Source: an optimization exercise on an open RTL-to-GDS flow (aim: small area). Production flows keep margins and buffers that such runs may drop. Only simulation tests tie the RTL to the original design; equivalence was not proved. In every run shown here, the design's own scripts or RTL, not TritonCTS, make the clock network. The clock port is modelled as an ideal driver, which makes a skipped or thinned clock tree look cheaper than it is; a real chip needs a root buffer or a tree. No activity file was given, so power comes from the tool's default toggle rates.

==> design/flow/design.v <==
module CRC32(rst_n, clk, sof, eof, data_v, data, full, err);
    input rst_n;
    input clk;
    input sof;
    input eof;
    input data_v;
    input [7:0] data;
    output full;
    output err;
    reg [31:0] s;      
    reg        pend;   
    reg        err;
    reg [2:0]  c;      
    wire ld = data_v & ~sof;
    wire st = sof;     
    wire nv = ~data_v;
    wire [7:0] fs;
    assign fs[0] = s[0] ^ s[5] ^ s[6] ^ s[7] ^ s[8] ^ s[22] ^ s[23] ^ s[26] ^ s[28] ^ s[30];
    assign fs[1] = s[4] ^ s[11] ^ s[14] ^ s[16] ^ s[19] ^ s[27] ^ s[28] ^ s[29];
    assign fs[2] = s[0] ^ s[1] ^ s[2] ^ s[10] ^ s[11] ^ s[12] ^ s[14] ^ s[15] ^ s[18] ^ s[20] ^ s[21] ^ s[22] ^ s[23] ^ s[24] ^ s[29] ^ s[30];
    assign fs[3] = s[2] ^ s[3] ^ s[5] ^ s[7] ^ s[14] ^ s[18] ^ s[20] ^ s[21] ^ s[22] ^ s[25] ^ s[26] ^ s[28] ^ s[29] ^ s[30];
    assign fs[4] = s[1] ^ s[2] ^ s[5] ^ s[12] ^ s[20] ^ s[21] ^ s[22] ^ s[24] ^ s[30];
    assign fs[5] = s[3] ^ s[5] ^ s[7] ^ s[8] ^ s[10] ^ s[11] ^ s[16] ^ s[17] ^ s[18] ^ s[22] ^ s[26] ^ s[30];
    assign fs[6] = s[3] ^ s[14] ^ s[15] ^ s[23] ^ s[29] ^ s[31];
    assign fs[7] = s[0] ^ s[1] ^ s[2] ^ s[5] ^ s[8] ^ s[11] ^ s[14] ^ s[16] ^ s[19] ^ s[20] ^ s[21] ^ s[26] ^ s[28] ^ s[29];
    wire [7:0] dd;
    assign dd[0] = data[2] ^ data[3];
    assign dd[1] = data[0];
    assign dd[2] = data[1] ^ data[4] ^ data[5] ^ data[7];
    assign dd[3] = data[0] ^ data[4];
    assign dd[4] = data[2];
    assign dd[5] = data[5] ^ data[7];
    assign dd[6] = data[0] ^ data[1] ^ data[4] ^ data[6] ^ data[7];
    assign dd[7] = data[1] ^ data[3] ^ data[6];
    wire [7:0] hd = dd ^ (sof ? 8'hF8 : (fs ^ 8'h33));
    always @(posedge clk)
        s[7:0] <= ((dd ^ fs ^ 8'h33) & {8{ld}}) | ((dd ^ 8'hF8) & {8{data_v & sof}}) | (s[7:0] & {8{nv}});
    always @(posedge clk)
        s[31:8] <= (s[23:0] & {24{ld}}) | (24'h040209 & {24{st}}) | (s[31:8] & {24{nv}});
    always @(posedge clk or negedge rst_n)
        if (!rst_n) begin
            pend <= 1'b0;
            err  <= 1'b0;
            c    <= 3'd0;
        end else begin
            pend <= eof;
            err  <= pend & (s != 32'hF8462A70);
            c    <= {c[1], c[2] ^ c[0], ~(c[1] ? c[0] : c[2])};
        end
    assign full = &c;
endmodule
==> design/flow/flow/run.sh <==
#!/bin/bash
# Standard synthesis, then the hand-mapped netlist (flow/net.v, generated by gen/gen3.py) in its
# place when it holds the same flip-flops, then the standard layout with small port buffers and
# clock buffers placed by flow/pre_cts.tcl in place of the clock tree step.
set -uo pipefail
export CLKB_K=4 CLKB_CELL=sky130_fd_sc_hd__clkbuf_4
R=orfs/results/${FLOW_PLATFORM}/CRC32/base
bash standard.sh synth > synth.log 2>&1 || exit 1
cp $R/1_2_yosys.v std_1_2_yosys.v
if python3 flow/swap.py $R/1_2_yosys.v flow/net.v > swap.log 2>&1; then
  rm -f $R/1_synth.odb $R/1_synth.sdc
  bash standard.sh synth > synth_odb.log 2>&1 || exit 1
fi
bash standard.sh \
  CORE_UTILIZATION=65 PLACE_DENSITY=0.75 PRE_CTS_TCL=$PWD/flow/pre_cts.tcl BUFFER_PORTS_ARGS="-buffer_cell sky130_fd_sc_hd__buf_1" \
  CTS_ARGS="-sink_clustering_enable -sink_clustering_size 20 -sink_clustering_max_diameter 500 -root_buf sky130_fd_sc_hd__clkbuf_4 -buf_list sky130_fd_sc_hd__clkbuf_4 -repair_clock_nets -dont_use_dummy_load" \
  finish > finish.log 2>&1 || exit 1
==> design/flow/flow/net.v <==
module CRC32(rst_n, clk, sof, eof, data_v, data, full, err);
  input rst_n;
  input clk;
  input sof;
  input eof;
  input data_v;
  input [7:0] data;
  output full;
  output err;
  wire pend;
  wire \s[0] ;
  wire \s[1] ;
  wire \s[2] ;
  wire \s[3] ;
  wire \s[4] ;
  wire \s[5] ;
  wire \s[6] ;
  wire \s[7] ;
  wire \s[8] ;
  wire \s[9] ;
  wire \s[10] ;
  wire \s[11] ;
  wire \s[12] ;
  wire \s[13] ;
  wire \s[14] ;
  wire \s[15] ;
  wire \s[16] ;
  wire \s[17] ;
  wire \s[18] ;
  wire \s[19] ;
  wire \s[20] ;
  wire \s[21] ;
  wire \s[22] ;
  wire \s[23] ;
  wire \s[24] ;
  wire \s[25] ;
  wire \s[26] ;
  wire \s[27] ;
  wire \s[28] ;
  wire \s[29] ;
  wire \s[30] ;
  wire \s[31] ;
  wire \c[0] ;
  wire \c[1] ;
  wire \c[2] ;
  wire e231;
  wire n1;
  wire n11;
  wire n13;
  wire n15;
  wire n163;
  wire n165;
  wire n166;
  wire n169;
  wire n17;
  wire n171;
  wire n172;
  wire n175;
  wire n177;
  wire n178;
  wire n181;
  wire n183;
  wire n184;
  wire n187;
  wire n189;
  wire n19;
  wire n190;
  wire n193;
  wire n195;
  wire n196;
  wire n199;
  wire n2;
  wire n201;
  wire n202;
  wire n205;
  wire n207;
  wire n208;
  wire n21;
  wire n23;
  wire n233;
  wire n234;
  wire n25;
  wire n27;
  wire n29;
  wire n3;
  wire n31;
  wire n33;
  wire n35;
  wire n37;
  wire n39;
  wire n4;
  wire n41;
  wire n43;
  wire n45;
  wire n47;
  wire n49;
  wire n51;
  wire n53;
  wire n55;
  wire n9;
  wire q211;
  wire q213;
  wire q215;
  wire q217;
  wire q219;
  wire q221;
  wire q223;
  wire q225;
  wire r227;
  wire r229;
  wire x101;
  wire x103;
  wire x105;
  wire x107;
  wire x109;
  wire x111;
  wire x113;
  wire x115;
  wire x117;
  wire x119;
  wire x121;
  wire x123;
  wire x125;
  wire x127;
  wire x129;
  wire x131;
  wire x133;
  wire x135;
  wire x137;
  wire x139;
  wire x141;
  wire x143;
  wire x145;
  wire x147;
  wire x149;
  wire x151;
  wire x153;
  wire x155;
  wire x157;
  wire x159;
  wire x161;
  wire x57;
  wire x59;
  wire x61;
  wire x63;
  wire x65;
  wire x67;
  wire x69;
  wire x71;
  wire x73;
  wire x75;
  wire x77;
  wire x79;
  wire x81;
  wire x83;
  wire x85;
  wire x87;
  wire x89;
  wire x91;
  wire x93;
  wire x95;
  wire x97;
  wire x99;
  sky130_fd_sc_hd__dfxtp_1 \s[0]$_DFF_P_  (.CLK(clk), .D(n165), .Q(\s[0] ));
  sky130_fd_sc_hd__dfxtp_1 \s[1]$_DFF_P_  (.CLK(clk), .D(n171), .Q(\s[1] ));
  sky130_fd_sc_hd__dfxtp_1 \s[2]$_DFF_P_  (.CLK(clk), .D(n177), .Q(\s[2] ));
  sky130_fd_sc_hd__dfxtp_1 \s[3]$_DFF_P_  (.CLK(clk), .D(n183), .Q(\s[3] ));
  sky130_fd_sc_hd__dfxtp_1 \s[4]$_DFF_P_  (.CLK(clk), .D(n189), .Q(\s[4] ));
  sky130_fd_sc_hd__dfxtp_1 \s[5]$_DFF_P_  (.CLK(clk), .D(n195), .Q(\s[5] ));
  sky130_fd_sc_hd__dfxtp_1 \s[6]$_DFF_P_  (.CLK(clk), .D(n201), .Q(\s[6] ));
  sky130_fd_sc_hd__dfxtp_1 \s[7]$_DFF_P_  (.CLK(clk), .D(n207), .Q(\s[7] ));
  sky130_fd_sc_hd__dfxtp_1 \s[8]$_DFF_P_  (.CLK(clk), .D(n9), .Q(\s[8] ));
  sky130_fd_sc_hd__dfxtp_1 \s[9]$_DFF_P_  (.CLK(clk), .D(n11), .Q(\s[9] ));
  sky130_fd_sc_hd__dfxtp_1 \s[10]$_DFF_P_  (.CLK(clk), .D(n13), .Q(\s[10] ));
  sky130_fd_sc_hd__dfxtp_1 \s[11]$_DFF_P_  (.CLK(clk), .D(n15), .Q(\s[11] ));
  sky130_fd_sc_hd__dfxtp_1 \s[12]$_DFF_P_  (.CLK(clk), .D(n17), .Q(\s[12] ));
  sky130_fd_sc_hd__dfxtp_1 \s[13]$_DFF_P_  (.CLK(clk), .D(n19), .Q(\s[13] ));
  sky130_fd_sc_hd__dfxtp_1 \s[14]$_DFF_P_  (.CLK(clk), .D(n21), .Q(\s[14] ));
  sky130_fd_sc_hd__dfxtp_1 \s[15]$_DFF_P_  (.CLK(clk), .D(n23), .Q(\s[15] ));
  sky130_fd_sc_hd__dfxtp_1 \s[16]$_DFF_P_  (.CLK(clk), .D(n25), .Q(\s[16] ));
  sky130_fd_sc_hd__dfxtp_1 \s[17]$_DFF_P_  (.CLK(clk), .D(n27), .Q(\s[17] ));
  sky130_fd_sc_hd__dfxtp_1 \s[18]$_DFF_P_  (.CLK(clk), .D(n29), .Q(\s[18] ));
  sky130_fd_sc_hd__dfxtp_1 \s[19]$_DFF_P_  (.CLK(clk), .D(n31), .Q(\s[19] ));
  sky130_fd_sc_hd__dfxtp_1 \s[20]$_DFF_P_  (.CLK(clk), .D(n33), .Q(\s[20] ));
  sky130_fd_sc_hd__dfxtp_1 \s[21]$_DFF_P_  (.CLK(clk), .D(n35), .Q(\s[21] ));
  sky130_fd_sc_hd__dfxtp_1 \s[22]$_DFF_P_  (.CLK(clk), .D(n37), .Q(\s[22] ));
  sky130_fd_sc_hd__dfxtp_1 \s[23]$_DFF_P_  (.CLK(clk), .D(n39), .Q(\s[23] ));
  sky130_fd_sc_hd__dfxtp_1 \s[24]$_DFF_P_  (.CLK(clk), .D(n41), .Q(\s[24] ));
  sky130_fd_sc_hd__dfxtp_1 \s[25]$_DFF_P_  (.CLK(clk), .D(n43), .Q(\s[25] ));
  sky130_fd_sc_hd__dfxtp_1 \s[26]$_DFF_P_  (.CLK(clk), .D(n45), .Q(\s[26] ));
  sky130_fd_sc_hd__dfxtp_1 \s[27]$_DFF_P_  (.CLK(clk), .D(n47), .Q(\s[27] ));
  sky130_fd_sc_hd__dfxtp_1 \s[28]$_DFF_P_  (.CLK(clk), .D(n49), .Q(\s[28] ));
  sky130_fd_sc_hd__dfxtp_1 \s[29]$_DFF_P_  (.CLK(clk), .D(n51), .Q(\s[29] ));
  sky130_fd_sc_hd__dfxtp_1 \s[30]$_DFF_P_  (.CLK(clk), .D(n53), .Q(\s[30] ));
  sky130_fd_sc_hd__dfxtp_1 \s[31]$_DFF_P_  (.CLK(clk), .D(n55), .Q(\s[31] ));
  sky130_fd_sc_hd__dfrtp_1 \c[0]$_DFF_PN0_  (.CLK(clk), .D(n234), .Q(\c[0] ), .RESET_B(rst_n));
  sky130_fd_sc_hd__dfrtp_1 \c[1]$_DFF_PN0_  (.CLK(clk), .D(n233), .Q(\c[1] ), .RESET_B(rst_n));
  sky130_fd_sc_hd__dfrtp_1 \c[2]$_DFF_PN0_  (.CLK(clk), .D(\c[1] ), .Q(\c[2] ), .RESET_B(rst_n));
  sky130_fd_sc_hd__dfrtp_1 \pend$_DFF_PN0_  (.CLK(clk), .D(eof), .Q(pend), .RESET_B(rst_n));
  sky130_fd_sc_hd__dfrtp_1 \err$_DFF_PN0_  (.CLK(clk), .D(e231), .Q(err), .RESET_B(rst_n));
  sky130_fd_sc_hd__inv_2 g5 (.A(data_v), .Y(n1));
  sky130_fd_sc_hd__nor2_1 g6 (.A(sof), .B(n1), .Y(n3));
  sky130_fd_sc_hd__inv_2 g7 (.A(data_v), .Y(n2));
  sky130_fd_sc_hd__nor2_1 g8 (.A(sof), .B(n2), .Y(n4));
  sky130_fd_sc_hd__a221o_1 g10 (.A1(n3), .A2(\s[0] ), .B1(n1), .B2(\s[8] ), .C1(sof), .X(n9));
  sky130_fd_sc_hd__a22o_1 g12 (.A1(n4), .A2(\s[1] ), .B1(n2), .B2(\s[9] ), .X(n11));
  sky130_fd_sc_hd__a22o_1 g14 (.A1(n3), .A2(\s[2] ), .B1(n1), .B2(\s[10] ), .X(n13));
  sky130_fd_sc_hd__a221o_1 g16 (.A1(n4), .A2(\s[3] ), .B1(n2), .B2(\s[11] ), .C1(sof), .X(n15));
  sky130_fd_sc_hd__a22o_1 g18 (.A1(n3), .A2(\s[4] ), .B1(n1), .B2(\s[12] ), .X(n17));
  sky130_fd_sc_hd__a22o_1 g20 (.A1(n4), .A2(\s[5] ), .B1(n2), .B2(\s[13] ), .X(n19));
  sky130_fd_sc_hd__a22o_1 g22 (.A1(n3), .A2(\s[6] ), .B1(n1), .B2(\s[14] ), .X(n21));
  sky130_fd_sc_hd__a22o_1 g24 (.A1(n4), .A2(\s[7] ), .B1(n2), .B2(\s[15] ), .X(n23));
  sky130_fd_sc_hd__a22o_1 g26 (.A1(n3), .A2(\s[8] ), .B1(n1), .B2(\s[16] ), .X(n25));
  sky130_fd_sc_hd__a221o_1 g28 (.A1(n4), .A2(\s[9] ), .B1(n2), .B2(\s[17] ), .C1(sof), .X(n27));
  sky130_fd_sc_hd__a22o_1 g30 (.A1(n3), .A2(\s[10] ), .B1(n1), .B2(\s[18] ), .X(n29));
  sky130_fd_sc_hd__a22o_1 g32 (.A1(n4), .A2(\s[11] ), .B1(n2), .B2(\s[19] ), .X(n31));
  sky130_fd_sc_hd__a22o_1 g34 (.A1(n3), .A2(\s[12] ), .B1(n1), .B2(\s[20] ), .X(n33));
  sky130_fd_sc_hd__a22o_1 g36 (.A1(n4), .A2(\s[13] ), .B1(n2), .B2(\s[21] ), .X(n35));
  sky130_fd_sc_hd__a22o_1 g38 (.A1(n3), .A2(\s[14] ), .B1(n1), .B2(\s[22] ), .X(n37));
  sky130_fd_sc_hd__a22o_1 g40 (.A1(n4), .A2(\s[15] ), .B1(n2), .B2(\s[23] ), .X(n39));
  sky130_fd_sc_hd__a22o_1 g42 (.A1(n3), .A2(\s[16] ), .B1(n1), .B2(\s[24] ), .X(n41));
  sky130_fd_sc_hd__a22o_1 g44 (.A1(n4), .A2(\s[17] ), .B1(n2), .B2(\s[25] ), .X(n43));
  sky130_fd_sc_hd__a221o_1 g46 (.A1(n3), .A2(\s[18] ), .B1(n1), .B2(\s[26] ), .C1(sof), .X(n45));
  sky130_fd_sc_hd__a22o_1 g48 (.A1(n4), .A2(\s[19] ), .B1(n2), .B2(\s[27] ), .X(n47));
  sky130_fd_sc_hd__a22o_1 g50 (.A1(n3), .A2(\s[20] ), .B1(n1), .B2(\s[28] ), .X(n49));
  sky130_fd_sc_hd__a22o_1 g52 (.A1(n4), .A2(\s[21] ), .B1(n2), .B2(\s[29] ), .X(n51));
  sky130_fd_sc_hd__a22o_1 g54 (.A1(n3), .A2(\s[22] ), .B1(n1), .B2(\s[30] ), .X(n53));
  sky130_fd_sc_hd__a22o_1 g56 (.A1(n4), .A2(\s[23] ), .B1(n2), .B2(\s[31] ), .X(n55));
  sky130_fd_sc_hd__xor2_1 g58 (.A(\s[14] ), .B(\s[29] ), .X(x57));
  sky130_fd_sc_hd__xor2_1 g60 (.A(\s[22] ), .B(\s[30] ), .X(x59));
  sky130_fd_sc_hd__xor2_1 g62 (.A(\s[2] ), .B(\s[20] ), .X(x61));
  sky130_fd_sc_hd__xor2_1 g64 (.A(\s[21] ), .B(x61), .X(x63));
  sky130_fd_sc_hd__xor2_1 g66 (.A(\s[5] ), .B(\s[26] ), .X(x65));
  sky130_fd_sc_hd__xor2_1 g68 (.A(\s[28] ), .B(x57), .X(x67));
  sky130_fd_sc_hd__xor2_1 g70 (.A(x59), .B(x65), .X(x69));
  sky130_fd_sc_hd__xor2_1 g72 (.A(\s[1] ), .B(x63), .X(x71));
  sky130_fd_sc_hd__xor2_1 g74 (.A(\s[11] ), .B(\s[16] ), .X(x73));
  sky130_fd_sc_hd__xor2_1 g76 (.A(\s[7] ), .B(x69), .X(x75));
  sky130_fd_sc_hd__xor2_1 g78 (.A(\s[23] ), .B(x57), .X(x77));
  sky130_fd_sc_hd__xor2_1 g80 (.A(x67), .B(x73), .X(x79));
  sky130_fd_sc_hd__xor2_1 g82 (.A(\s[24] ), .B(x71), .X(x81));
  sky130_fd_sc_hd__xor2_1 g84 (.A(\s[15] ), .B(x77), .X(x83));
  sky130_fd_sc_hd__xor2_1 g86 (.A(\s[12] ), .B(x59), .X(x85));
  sky130_fd_sc_hd__xor2_1 g88 (.A(\s[19] ), .B(x79), .X(x87));
  sky130_fd_sc_hd__xor2_1 g90 (.A(\s[18] ), .B(x75), .X(x89));
  sky130_fd_sc_hd__xor2_1 g92 (.A(\s[0] ), .B(\s[8] ), .X(x91));
  sky130_fd_sc_hd__xor2_1 g94 (.A(x81), .B(x85), .X(x93));
  sky130_fd_sc_hd__xor2_1 g96 (.A(\s[3] ), .B(x89), .X(x95));
  sky130_fd_sc_hd__xor2_1 g98 (.A(\s[0] ), .B(x83), .X(x97));
  sky130_fd_sc_hd__xor2_1 g100 (.A(x65), .B(x91), .X(x99));
  sky130_fd_sc_hd__xor2_1 g102 (.A(x63), .B(x67), .X(x101));
  sky130_fd_sc_hd__xor2_1 g104 (.A(\s[17] ), .B(x73), .X(x103));
  sky130_fd_sc_hd__xor2_1 g106 (.A(\s[11] ), .B(x97), .X(x105));
  sky130_fd_sc_hd__xor2_1 g108 (.A(x75), .B(x91), .X(x107));
  sky130_fd_sc_hd__xor2_1 g110 (.A(x93), .B(x105), .X(x109));
  sky130_fd_sc_hd__xor2_1 g112 (.A(x71), .B(x99), .X(x111));
  sky130_fd_sc_hd__xor2_1 g114 (.A(\s[27] ), .B(x87), .X(x113));
  sky130_fd_sc_hd__xor2_1 g116 (.A(\s[8] ), .B(x95), .X(x115));
  sky130_fd_sc_hd__xor2_1 g118 (.A(\s[28] ), .B(x107), .X(x117));
  sky130_fd_sc_hd__xor2_1 g120 (.A(\s[3] ), .B(\s[31] ), .X(x119));
  sky130_fd_sc_hd__xor2_1 g122 (.A(\s[6] ), .B(x117), .X(x121));
  sky130_fd_sc_hd__xor2_1 g124 (.A(\s[18] ), .B(x109), .X(x123));
  sky130_fd_sc_hd__xor2_1 g126 (.A(\s[10] ), .B(x115), .X(x125));
  sky130_fd_sc_hd__xor2_1 g128 (.A(\s[4] ), .B(x113), .X(x127));
  sky130_fd_sc_hd__xnor2_1 g130 (.A(x103), .B(x125), .Y(x129));
  sky130_fd_sc_hd__xnor2_1 g132 (.A(\s[10] ), .B(x123), .Y(x131));
  sky130_fd_sc_hd__xor2_1 g134 (.A(\s[25] ), .B(x101), .X(x133));
  sky130_fd_sc_hd__xor2_1 g136 (.A(\s[23] ), .B(x121), .X(x135));
  sky130_fd_sc_hd__xor2_1 g138 (.A(x87), .B(x111), .X(x137));
  sky130_fd_sc_hd__xor2_1 g140 (.A(x95), .B(x133), .X(x139));
  sky130_fd_sc_hd__xnor2_1 g142 (.A(\s[5] ), .B(x93), .Y(x141));
  sky130_fd_sc_hd__xor2_1 g144 (.A(x83), .B(x119), .X(x143));
  sky130_fd_sc_hd__xor2_1 g146 (.A(data[5]), .B(data[7]), .X(x145));
  sky130_fd_sc_hd__xor2_1 g148 (.A(data[1]), .B(data[6]), .X(x147));
  sky130_fd_sc_hd__xor2_1 g150 (.A(data[0]), .B(data[4]), .X(x149));
  sky130_fd_sc_hd__xor2_1 g152 (.A(x147), .B(x149), .X(x151));
  sky130_fd_sc_hd__xor2_1 g154 (.A(data[3]), .B(x147), .X(x153));
  sky130_fd_sc_hd__xor2_1 g156 (.A(data[2]), .B(data[3]), .X(x155));
  sky130_fd_sc_hd__xor2_1 g158 (.A(data[1]), .B(x145), .X(x157));
  sky130_fd_sc_hd__xor2_1 g160 (.A(data[7]), .B(x151), .X(x159));
  sky130_fd_sc_hd__xor2_1 g162 (.A(data[4]), .B(x157), .X(x161));
  sky130_fd_sc_hd__nor2_1 g164 (.A(x135), .B(sof), .Y(n163));
  sky130_fd_sc_hd__xor2_1 g167 (.A(x155), .B(n163), .X(n166));
  sky130_fd_sc_hd__a22o_1 g168 (.A1(data_v), .A2(n166), .B1(n1), .B2(\s[0] ), .X(n165));
  sky130_fd_sc_hd__nor2_1 g170 (.A(x127), .B(sof), .Y(n169));
  sky130_fd_sc_hd__xor2_1 g173 (.A(data[0]), .B(n169), .X(n172));
  sky130_fd_sc_hd__a22o_1 g174 (.A1(data_v), .A2(n172), .B1(n2), .B2(\s[1] ), .X(n171));
  sky130_fd_sc_hd__nor2_1 g176 (.A(x131), .B(sof), .Y(n175));
  sky130_fd_sc_hd__xor2_1 g179 (.A(x161), .B(n175), .X(n178));
  sky130_fd_sc_hd__a22o_1 g180 (.A1(data_v), .A2(n178), .B1(n1), .B2(\s[2] ), .X(n177));
  sky130_fd_sc_hd__nor2_1 g182 (.A(x139), .B(sof), .Y(n181));
  sky130_fd_sc_hd__xnor2_1 g185 (.A(x149), .B(n181), .Y(n184));
  sky130_fd_sc_hd__a22o_1 g186 (.A1(data_v), .A2(n184), .B1(n2), .B2(\s[3] ), .X(n183));
  sky130_fd_sc_hd__nor2_1 g188 (.A(x141), .B(sof), .Y(n187));
  sky130_fd_sc_hd__xnor2_1 g191 (.A(data[2]), .B(n187), .Y(n190));
  sky130_fd_sc_hd__a22o_1 g192 (.A1(data_v), .A2(n190), .B1(n1), .B2(\s[4] ), .X(n189));
  sky130_fd_sc_hd__nor2_1 g194 (.A(x129), .B(sof), .Y(n193));
  sky130_fd_sc_hd__xnor2_1 g197 (.A(x145), .B(n193), .Y(n196));
  sky130_fd_sc_hd__a22o_1 g198 (.A1(data_v), .A2(n196), .B1(n2), .B2(\s[5] ), .X(n195));
  sky130_fd_sc_hd__nor2_1 g200 (.A(x143), .B(sof), .Y(n199));
  sky130_fd_sc_hd__xnor2_1 g203 (.A(x159), .B(n199), .Y(n202));
  sky130_fd_sc_hd__a22o_1 g204 (.A1(data_v), .A2(n202), .B1(n1), .B2(\s[6] ), .X(n201));
  sky130_fd_sc_hd__nor2_1 g206 (.A(x137), .B(sof), .Y(n205));
  sky130_fd_sc_hd__xnor2_1 g209 (.A(x153), .B(n205), .Y(n208));
  sky130_fd_sc_hd__a22o_1 g210 (.A1(data_v), .A2(n208), .B1(n2), .B2(\s[7] ), .X(n207));
  sky130_fd_sc_hd__nand4_1 g212 (.A(\s[4] ), .B(\s[5] ), .C(\s[6] ), .D(\s[9] ), .Y(q211));
  sky130_fd_sc_hd__nand4_1 g214 (.A(\s[11] ), .B(\s[13] ), .C(\s[17] ), .D(\s[18] ), .Y(q213));
  sky130_fd_sc_hd__nand4_1 g216 (.A(\s[22] ), .B(\s[27] ), .C(\s[28] ), .D(\s[29] ), .Y(q215));
  sky130_fd_sc_hd__nor4_1 g218 (.A(\s[0] ), .B(\s[1] ), .C(\s[2] ), .D(\s[3] ), .Y(q217));
  sky130_fd_sc_hd__nor4_1 g220 (.A(\s[7] ), .B(\s[8] ), .C(\s[10] ), .D(\s[12] ), .Y(q219));
  sky130_fd_sc_hd__nor4_1 g222 (.A(\s[14] ), .B(\s[15] ), .C(\s[16] ), .D(\s[19] ), .Y(q221));
  sky130_fd_sc_hd__nor4_1 g224 (.A(\s[20] ), .B(\s[21] ), .C(\s[23] ), .D(\s[24] ), .Y(q223));
  sky130_fd_sc_hd__nor4bb_1 g226 (.A(\s[25] ), .B(\s[26] ), .C_N(\s[30] ), .D_N(\s[31] ), .Y(q225));
  sky130_fd_sc_hd__nand4_1 g228 (.A(q217), .B(q219), .C(q221), .D(q223), .Y(r227));
  sky130_fd_sc_hd__nor4_1 g230 (.A(q211), .B(q213), .C(q215), .D(r227), .Y(r229));
  sky130_fd_sc_hd__a21boi_0 g232 (.A1(q225), .A2(r229), .B1_N(pend), .Y(e231));
  sky130_fd_sc_hd__xor2_1 g235 (.A(\c[2] ), .B(\c[0] ), .X(n233));
  sky130_fd_sc_hd__mux2i_1 g236 (.A0(\c[2] ), .A1(\c[0] ), .S(\c[1] ), .Y(n234));
  sky130_fd_sc_hd__and3_1 g237 (.A(\c[2] ), .B(\c[1] ), .C(\c[0] ), .X(full));
endmodule
==> design/flow/flow/pre_cts.tcl <==
# Clock buffering in place of the clock tree step: the flip-flops are split by placement into
# CLKB_K groups (k-means on their positions); each group gets one clock buffer of type
# CLKB_CELL at its centre, driven straight from the clock port.
proc clock_tree_synthesis {args} {
  set K $::env(CLKB_K)
  set cellname $::env(CLKB_CELL)
  set db [ord::get_db]
  set block [ord::get_db_block]
  set clknet [$block findNet clk]
  set sinks {}
  foreach it [$clknet getITerms] {
    set inst [$it getInst]
    set bb [$inst getBBox]
    lappend sinks [list $it [expr {([$bb xMin] + [$bb xMax]) / 2.0}] [expr {([$bb yMin] + [$bb yMax]) / 2.0}]]
  }
  set n [llength $sinks]
  set sorted [lsort -real -index 1 $sinks]
  set cx {}; set cy {}
  for {set k 0} {$k < $K} {incr k} {
    set s [lindex $sorted [expr {int(($k + 0.5) * $n / $K)}]]
    lappend cx [lindex $s 1]; lappend cy [lindex $s 2]
  }
  for {set iter 0} {$iter < 50} {incr iter} {
    set assign {}
    foreach s $sinks {
      set best 0; set bd 1e30
      for {set k 0} {$k < $K} {incr k} {
        set d [expr {abs([lindex $s 1] - [lindex $cx $k]) + abs([lindex $s 2] - [lindex $cy $k])}]
        if {$d < $bd} { set bd $d; set best $k }
      }
      lappend assign $best
    }
    set nx {}; set ny {}
    for {set k 0} {$k < $K} {incr k} {
      set sx 0.0; set sy 0.0; set c 0
      foreach s $sinks a $assign { if {$a == $k} { set sx [expr {$sx + [lindex $s 1]}]; set sy [expr {$sy + [lindex $s 2]}]; incr c } }
      if {$c > 0} { lappend nx [expr {$sx / $c}]; lappend ny [expr {$sy / $c}] } else { lappend nx [lindex $cx $k]; lappend ny [lindex $cy $k] }
    }
    set cx $nx; set cy $ny
  }
  set master [$db findMaster $cellname]
  for {set k 0} {$k < $K} {incr k} {
    set inst [odb::dbInst_create $block $master "clkbuf_k$k"]
    set net [odb::dbNet_create $block "clknet_k$k"]
    $net setSigType CLOCK
    [$inst findITerm A] connect $clknet
    [$inst findITerm X] connect $net
    set c 0
    foreach s $sinks a $assign {
      if {$a == $k} { set it [lindex $s 0]; $it disconnect; $it connect $net; incr c }
    }
    $inst setLocation [expr {int([lindex $cx $k])}] [expr {int([lindex $cy $k])}]
    $inst setPlacementStatus PLACED
    puts "clock buffer $k ($cellname) drives $c flip-flops"
  }
}
==> design/flow/flow/swap.py <==
# Put the hand-mapped netlist in place of the standard synthesis netlist, if both hold the same
# flip-flops (instance names and cell types) and the same ports; otherwise leave it as it is.
import re, sys
std_path, mine_path = sys.argv[1], sys.argv[2]
std = open(std_path).read()
mine = open(mine_path).read()
FF = re.compile(r'^\s*(sky130_fd_sc_hd__\w*df\w*)\s+(\\\S+\s|\w+)\s*\(', re.M)
def flops(t):
    return sorted((m.group(1), m.group(2).strip()) for m in FF.finditer(t))
def header(t):
    m = re.search(r'module\s+CRC32\s*\(([^)]*)\)', t)
    return re.sub(r'\s+', '', m.group(1)) if m else None
fs, fm = flops(std), flops(mine)
print('standard flops:', len(fs), 'hand netlist flops:', len(fm))
if fs != fm or header(std) != header(mine):
    print('MISMATCH; keeping the standard netlist')
    for a, b in zip(fs, fm):
        if a != b: print(' ', a, b)
    sys.exit(1)
open(std_path, 'w').write(mine)
print('hand netlist in place')
==> design/flow/standard.sh <==
#!/bin/bash
# synth_recipe.tcl (not shown) runs the flow's synth.tcl, then flattens the netlist and writes it again
# the make line also repeats each setting of config.mk as NAME=value (left out here)
make -C /OpenROAD-flow-scripts/flow DESIGN_CONFIG=/design/flow/config.mk WORK_HOME=/design/flow/orfs CLKGATE_MAP_FILE= SYNTH_SCRIPT=/design/flow/synth_recipe.tcl "${@:-finish}"
==> design/flow/config.mk <==
export PLATFORM = sky130hd
export DESIGN_NAME = CRC32
export DESIGN_NICKNAME = CRC32
export VERILOG_FILES = /design/flow/design.v
export SDC_FILE = /design/flow/constraint.sdc
export NUM_CORES = 4
export LEC_CHECK = 0
export CAP_MARGIN = 20
export CORE_MARGIN = 2
export CORE_UTILIZATION = 40
export SLEW_MARGIN = 20
==> design/flow/constraint.sdc <==
create_clock -name core_clock -period 5.0 [get_ports {clk}]
set_input_delay 1.0000 -clock core_clock [delete_from_list [all_inputs] [get_ports {clk}]]
set_output_delay 1.0000 -clock core_clock [all_outputs]
set_load 0.01 [all_outputs]
==> impl_metrics.py, run 1 <==
metrics = {
    "routing": {
        "wire_per_inst_um": 17.6,
        "via_per_inst": 6.13,
        "drc": 0,
        "wl_mm": 3.59,
        "drt-initial-drc-count": 53,
        "vias": 1251,
        "ant_nets": 0,
        "first_pass_iters": 4,
    },
    "layout": {
        "final_cell_mix": "54 x xor2_1, 32 x dfxtp_1, 28 x a22o_1",
        "final_area_um2": 1850,
        "nNetsFinal": 189,
        "drive_gt1_frac": 0.0345,
        "syn_to_final_growth_pct": 6.95,
        "final_common_cell": "xor2_1",
        "insertedDiodeCount": 0,
    },
    "floorplan": {
        "initial_core_util": 0.692,
        "die_x_um": 55.6,
        "die_y_um": 55.6,
        "pin_count": 15,
        "fp.dieArea_um2": 3090,
        "core_um2": 2500,
        "row_count": 18,
    },
    "cts": {
        "cts_setup_buffers": 0,
        "cts_resized": 0,
        "cts_hold_buf": 0,
        "clkTransAtPathRegs_ps": 90,
        "clock_latency_ps": 180,
    },
    "timing": {
        "fin_skew_ps": 32.6,
        "whs_ps": 437,
        "setup_violations": 0,
        "maxSlewViolCount": 0,
        "max_freq_mhz": 347,
        "tightest_slew_ps": 794,
        "hold_viol_final": 0,
        "rsz0062_at_grt": "no",
        "relSlewSlack": 0.469,
        "min_period_ps": 2880,
        "finalCritPeriodShare": 0.576,
        "finalSetupTns_ps": 0,
    },
    "worst_setup_path": {
        "reg2reg_depth": 11,
        "path_class": "flip-flop to flip-flop",
        "cp.arrival_ps": 2920,
        "endpoint_kind": "flip-flop",
        "reg2reg_slack_ps": 2120,
        "r2r-end": "s[5]",
        "endpoint": "s[5]",
        "required_ps": 5040,
        "crit-reg2reg-launch": "s[5]",
        "crit_fanout": 5,
        "cp-start-kind": "flip-flop",
        "crit_start": "s[5]",
    },
    "power_and_ir_drop": {
        "switching_power_uw": 523,
        "p_leak_uw": 0.000807,
        "p_int_uw": 739,
        "sequentialPowerShare": 0.367,
        "combPwrFrac": 0.547,
        "p_per_area_nw_per_um2": 682,
        "ir_drop_uv": 492,
        "clkPwrFrac": 0.086,
        "p_sw_frac": 0.414,
    },
    "place": {
        "gp_congestion": 0.903,
        "portBuffers": 14,
        "placed_area_um2": 1820,
        "dp_hpwl_mm": 2.68,
    },
    "grt": {
        "antenna_found_initial": 0,
        "grt_max_degree": 18,
        "overflow": 0,
        "grt_pass1_wl_mm": 6.13,
        "grt_use_total": 0.243,
        "grt_pass1_vias": 1255,
    },
    "status": {
        "outcome": "complete, no violations",
    },
    "synth": {
        "synth.cell_area_um2": 1730,
        "postSynthCellCount": 156,
        "syn_nets": 169,
        "syn-mean-instance-area_um2": 11.1,
        "ys_warn_count": 1,
    },
    "flow_run": {
        "drv_cap": 0,
    },
    "worst_hold_path": {
        "hold_class": "flip-flop to flip-flop",
    },
}
-- cell type report --
class                   instances  area (µm²)
well taps                      30        37.5
repair buffers                 14        52.6
fillers                       186         651
inverters                       2        7.51
flip-flops and latches         37         766
multi-input cells             117         956
plain buffers                   4        30.0
-- worst max-delay path, stage by stage (launching register included) --
cell and delay [ps]:
dfxtp_1 520, xor2_1 280, xor2_1 200, xor2_1 290, xor2_1 200, xor2_1 260, xor2_1 200, xor2_1 190
xnor2_1 150, nor2_1 90, xnor2_1 160, a22o_1 240
-- through the flow --
stage               power, µW  cells  setup slack [ps]  utilization
finish                   1260    204              2120        0.740
global placement         1130    200              2200        0.728
detailed placement       1150    200              2170        0.728
global route             1350    204              1900        0.740
CTS                      1240    204              2170        0.740
floorplan                1020    156              2520            -
-- power groups by stage --
stage	Sequential [µW]	Combinational, µW	Clock, µW
floorplan	429	592	0
global placement	465	662	0
detailed placement	467	684	0
CTS	469	687	82.8
global route	473	756	122
finish	463	690	109
-- flip-flops by register name, summed over array words and instances, names as in the netlist --
register and count:
c 3, err 1, pend 1, s 32
-- per-layer routing --
layer	track usage	up-vias	part of all wire
met5	0	-	0
met4	0.0592	0	0.019
met3	0.0279	9	0.051
met2	0.403	34	0.48
met1	0.340	608	0.45
li1	-	600	-
-- worst min path at each step --
stage          startpoint    to  slack, ps  cells after the start
2_1_floorplan        c[1]  c[2]        390                      0
6_report             c[1]  c[2]        440                      0
3_5_place_dp         c[1]  c[2]        420                      0
4_1_cts              c[1]  c[2]        420                      0
3_3_place_gp         c[1]  c[2]        400                      0
5_1_grt              c[1]  c[2]        460                      0
==> run 2: changes to the inputs <==
--- a/design/flow/flow/run.sh
+++ b/design/flow/flow/run.sh
@@ -12,6 +12,6 @@
   bash standard.sh synth > synth_odb.log 2>&1 || exit 1
 fi
 bash standard.sh \
-  CORE_UTILIZATION=65 PLACE_DENSITY=0.75 PRE_CTS_TCL=$PWD/flow/pre_cts.tcl BUFFER_PORTS_ARGS="-buffer_cell sky130_fd_sc_hd__buf_1" \
+  PRE_CTS_TCL=$PWD/flow/pre_cts.tcl BUFFER_PORTS_ARGS="-buffer_cell sky130_fd_sc_hd__buf_1" \
   CTS_ARGS="-sink_clustering_enable -sink_clustering_size 20 -sink_clustering_max_diameter 500 -root_buf sky130_fd_sc_hd__clkbuf_4 -buf_list sky130_fd_sc_hd__clkbuf_4 -repair_clock_nets -dont_use_dummy_load" \
   finish > finish.log 2>&1 || exit 1
==> run 2 against run 1 <==
Area after synthesis stayed put. Register-to-register slack worse by 60 ps. Critical path depth stayed put. Clock skew is 6.8 ps lower. Final cell count is 9.8% higher. Sequential share of layout area is 0.55 points lower. Highest routed layer unchanged.
==> impl_metrics.py, run 2 <==
metrics = {
    "floorplan": {
        "initial_core_util": 0.423,
        "core_um2": 4090,
        "fp.dieArea_um2": 4870,
        "row_count": 23,
        "die_x_um": 69.8,
        "die_y_um": 69.8,
        "pin_count": 15,
    },
    "status": {
        "outcome": "complete, no violations",
    },
    "worst_setup_path": {
        "cp-start-kind": "flip-flop",
        "path_class": "flip-flop to flip-flop",
        "reg2reg_depth": 11,
        "endpoint_kind": "flip-flop",
        "r2r-end": "s[5]",
        "crit-reg2reg-launch": "s[5]",
        "crit_fanout": 5,
        "reg2reg_slack_ps": 2060,
        "required_ps": 5050,
        "cp.arrival_ps": 2990,
    },
    "layout": {
        "largest_reg_flops": 32,
        "final_cell_mix": "54 x xor2_1, 32 x dfxtp_1, 28 x a22o_1",
        "final_common_cell": "xor2_1",
        "multi_input_area_um2": 956,
        "reg.largest.list": "s: 32 flops, c: 3 flops",
        "nNetsFinal": 189,
        "largest-register": "s",
        "seq_area_um2": 766,
        "drive_gt1_frac": 0.0345,
        "syn_to_final_growth_pct": 8.39,
        "insertedDiodeCount": 0,
        "instances_no_fill": 224,
        "fill_cells": 397,
    },
    "synth": {
        "ys_warn_count": 1,
        "postSynthCellCount": 156,
        "syn-mean-instance-area_um2": 11.1,
        "synth.cell_area_um2": 1730,
        "syn_nets": 169,
    },
    "grt": {
        "grt_pass1_wl_mm": 6.53,
        "overflow": 0,
        "antenna_found_initial": 0,
        "grt_use_total": 0.161,
        "grt_max_degree": 18,
        "grt_pass1_vias": 1309,
    },
    "power_and_ir_drop": {
        "switching_power_uw": 537,
        "p_int_uw": 739,
        "combPwrFrac": 0.553,
        "p_sw_frac": 0.421,
        "p_per_area_nw_per_um2": 681,
        "ir_drop_uv": 373,
        "p_leak_uw": 0.000807,
        "sequentialPowerShare": 0.361,
        "design_power_total_uw": 1280,
        "clkPwrFrac": 0.086,
    },
    "routing": {
        "ant_nets": 0,
        "vias": 1246,
        "first_pass_iters": 4,
        "wl_mm": 3.77,
        "via_per_inst": 5.56,
        "drt-initial-drc-count": 108,
        "drc": 0,
        "wire_per_inst_um": 16.8,
    },
    "timing": {
        "final.setup.worst_slack_ps": 2060,
        "min_period_ps": 2940,
        "max_freq_mhz": 340,
        "finalSetupTns_ps": 0,
        "fin_skew_ps": 25.8,
        "maxSlewViolCount": 0,
        "hold_viol_final": 0,
        "tightest_slew_ps": 798,
        "relSlewSlack": 0.466,
        "whs_ps": 434,
        "setup_violations": 0,
        "finalCritPeriodShare": 0.588,
        "rsz0062_at_grt": "no",
    },
    "cts": {
        "cts_resized": 0,
        "clock_latency_ps": 170,
        "cts_hold_buf": 0,
        "cts_setup_buffers": 0,
        "clkTransAtPathRegs_ps": 100,
    },
    "place": {
        "place_ws_ps": 2160,
        "portBuffers": 14,
        "gp_congestion": 0.867,
        "dp_hpwl_mm": 2.80,
        "dp_cells": 220,
    },
    "worst_hold_path": {
        "holdPathEnd": "c[2]",
        "worstHoldPathCells": 0,
        "hold_class": "flip-flop to flip-flop",
        "min_from": "c[1]",
    },
    "flow_run": {
        "drv_cap": 0,
    },
}
[run 2: metal layers]
metal | vias up | GRT usage | routed length, µm
met5 | - | 0 | 0
met4 | 0 | 0.0449 | 95
met3 | 8 | 0.0145 | 179
met2 | 28 | 0.262 | 1750
met1 | 610 | 0.228 | 1740
li1 | 600 | - | -
[run 2: how the worst max path moves through the flow]
stage	startpoint	endpoint	slack, ps	cells past startpoint
6_report	s[5]	s[5]	2060	11
3_5_place_dp	s[5]	s[5]	2160	11
5_1_grt	s[5]	s[5]	1930	11
3_3_place_gp	s[5]	s[5]	2160	11
2_1_floorplan	s[5]	s[5]	2520	11
4_1_cts	s[5]	s[5]	2140	11
[run 2: metrics by stage]
stage,utilization,cell area [µm²]
after detailed placement,0.451,1840
after global placement,0.451,1840
after CTS,0.459,1870
final,0.459,1870
after floorplan,-,1730
after global routing,0.459,1870
[run 2: worst max-delay path, cell delays in order, from the launching register on]
cell,delay [ps]
dfxtp_1,490
xor2_1,300
xor2_1,220
xor2_1,290
xor2_1,260
xor2_1,270
xor2_1,190
xor2_1,220
xnor2_1,140
nor2_1,70
xnor2_1,150
a22o_1,240
[run 2: final cells by class]
type / instances / share of cell area
Tap cell: 50 / 0.0334
Sequential cell: 37 / 0.409
Buffer: 4 / 0.0160
Timing Repair Buffer: 14 / 0.0280
Multi-Input combinational cell: 117 / 0.510
Inverter: 2 / 0.00401
[run 2: power groups by stage]
| stage | Sequential (µW) | Clock, µW | Combinational (µW) |
|---|---|---|---|
| floorplan | 429 | 0 | 592 |
| global placement | 468 | 0 | 681 |
| detailed placement | 467 | 0 | 688 |
| CTS | 466 | 83.0 | 697 |
| global route | 471 | 125 | 775 |
| finish | 461 | 110 | 705 |

[afterwards: timing with drivers on the ports]
Ports are ideal in the flow. The routed layouts listed here were re-timed in OpenROAD. Step 1 sets driving cells, clkbuf_16 on the clock port and buf_2 on the other inputs (assumed; they add their load-dependent delay and slew). Step 2 times the ports against the registers' clock, not the clock port: input delays grow and output delays shrink by t, the midpoint of the rising clock arrivals with the driver on. a / b / c = ideal / step 1 / step 2; a / b = the first two.
run | t (ns) | setup slack, ns | hold slack, ns | worst slew at a driven data input, ns
run 1 | 0.206 | 2.119 / 2.118 / 2.118 | 0.437 / 0.437 / 0.437 | 0.03
run 2 | 0.206 | 2.060 / 2.060 / 2.060 | 0.434 / 0.434 / 0.434 | 0.03
After both steps every run listed still meets setup and hold. The setup slack of run 1, which loses most, moves by -0.001 ns with the drivers and by -0.001 ns with both steps.
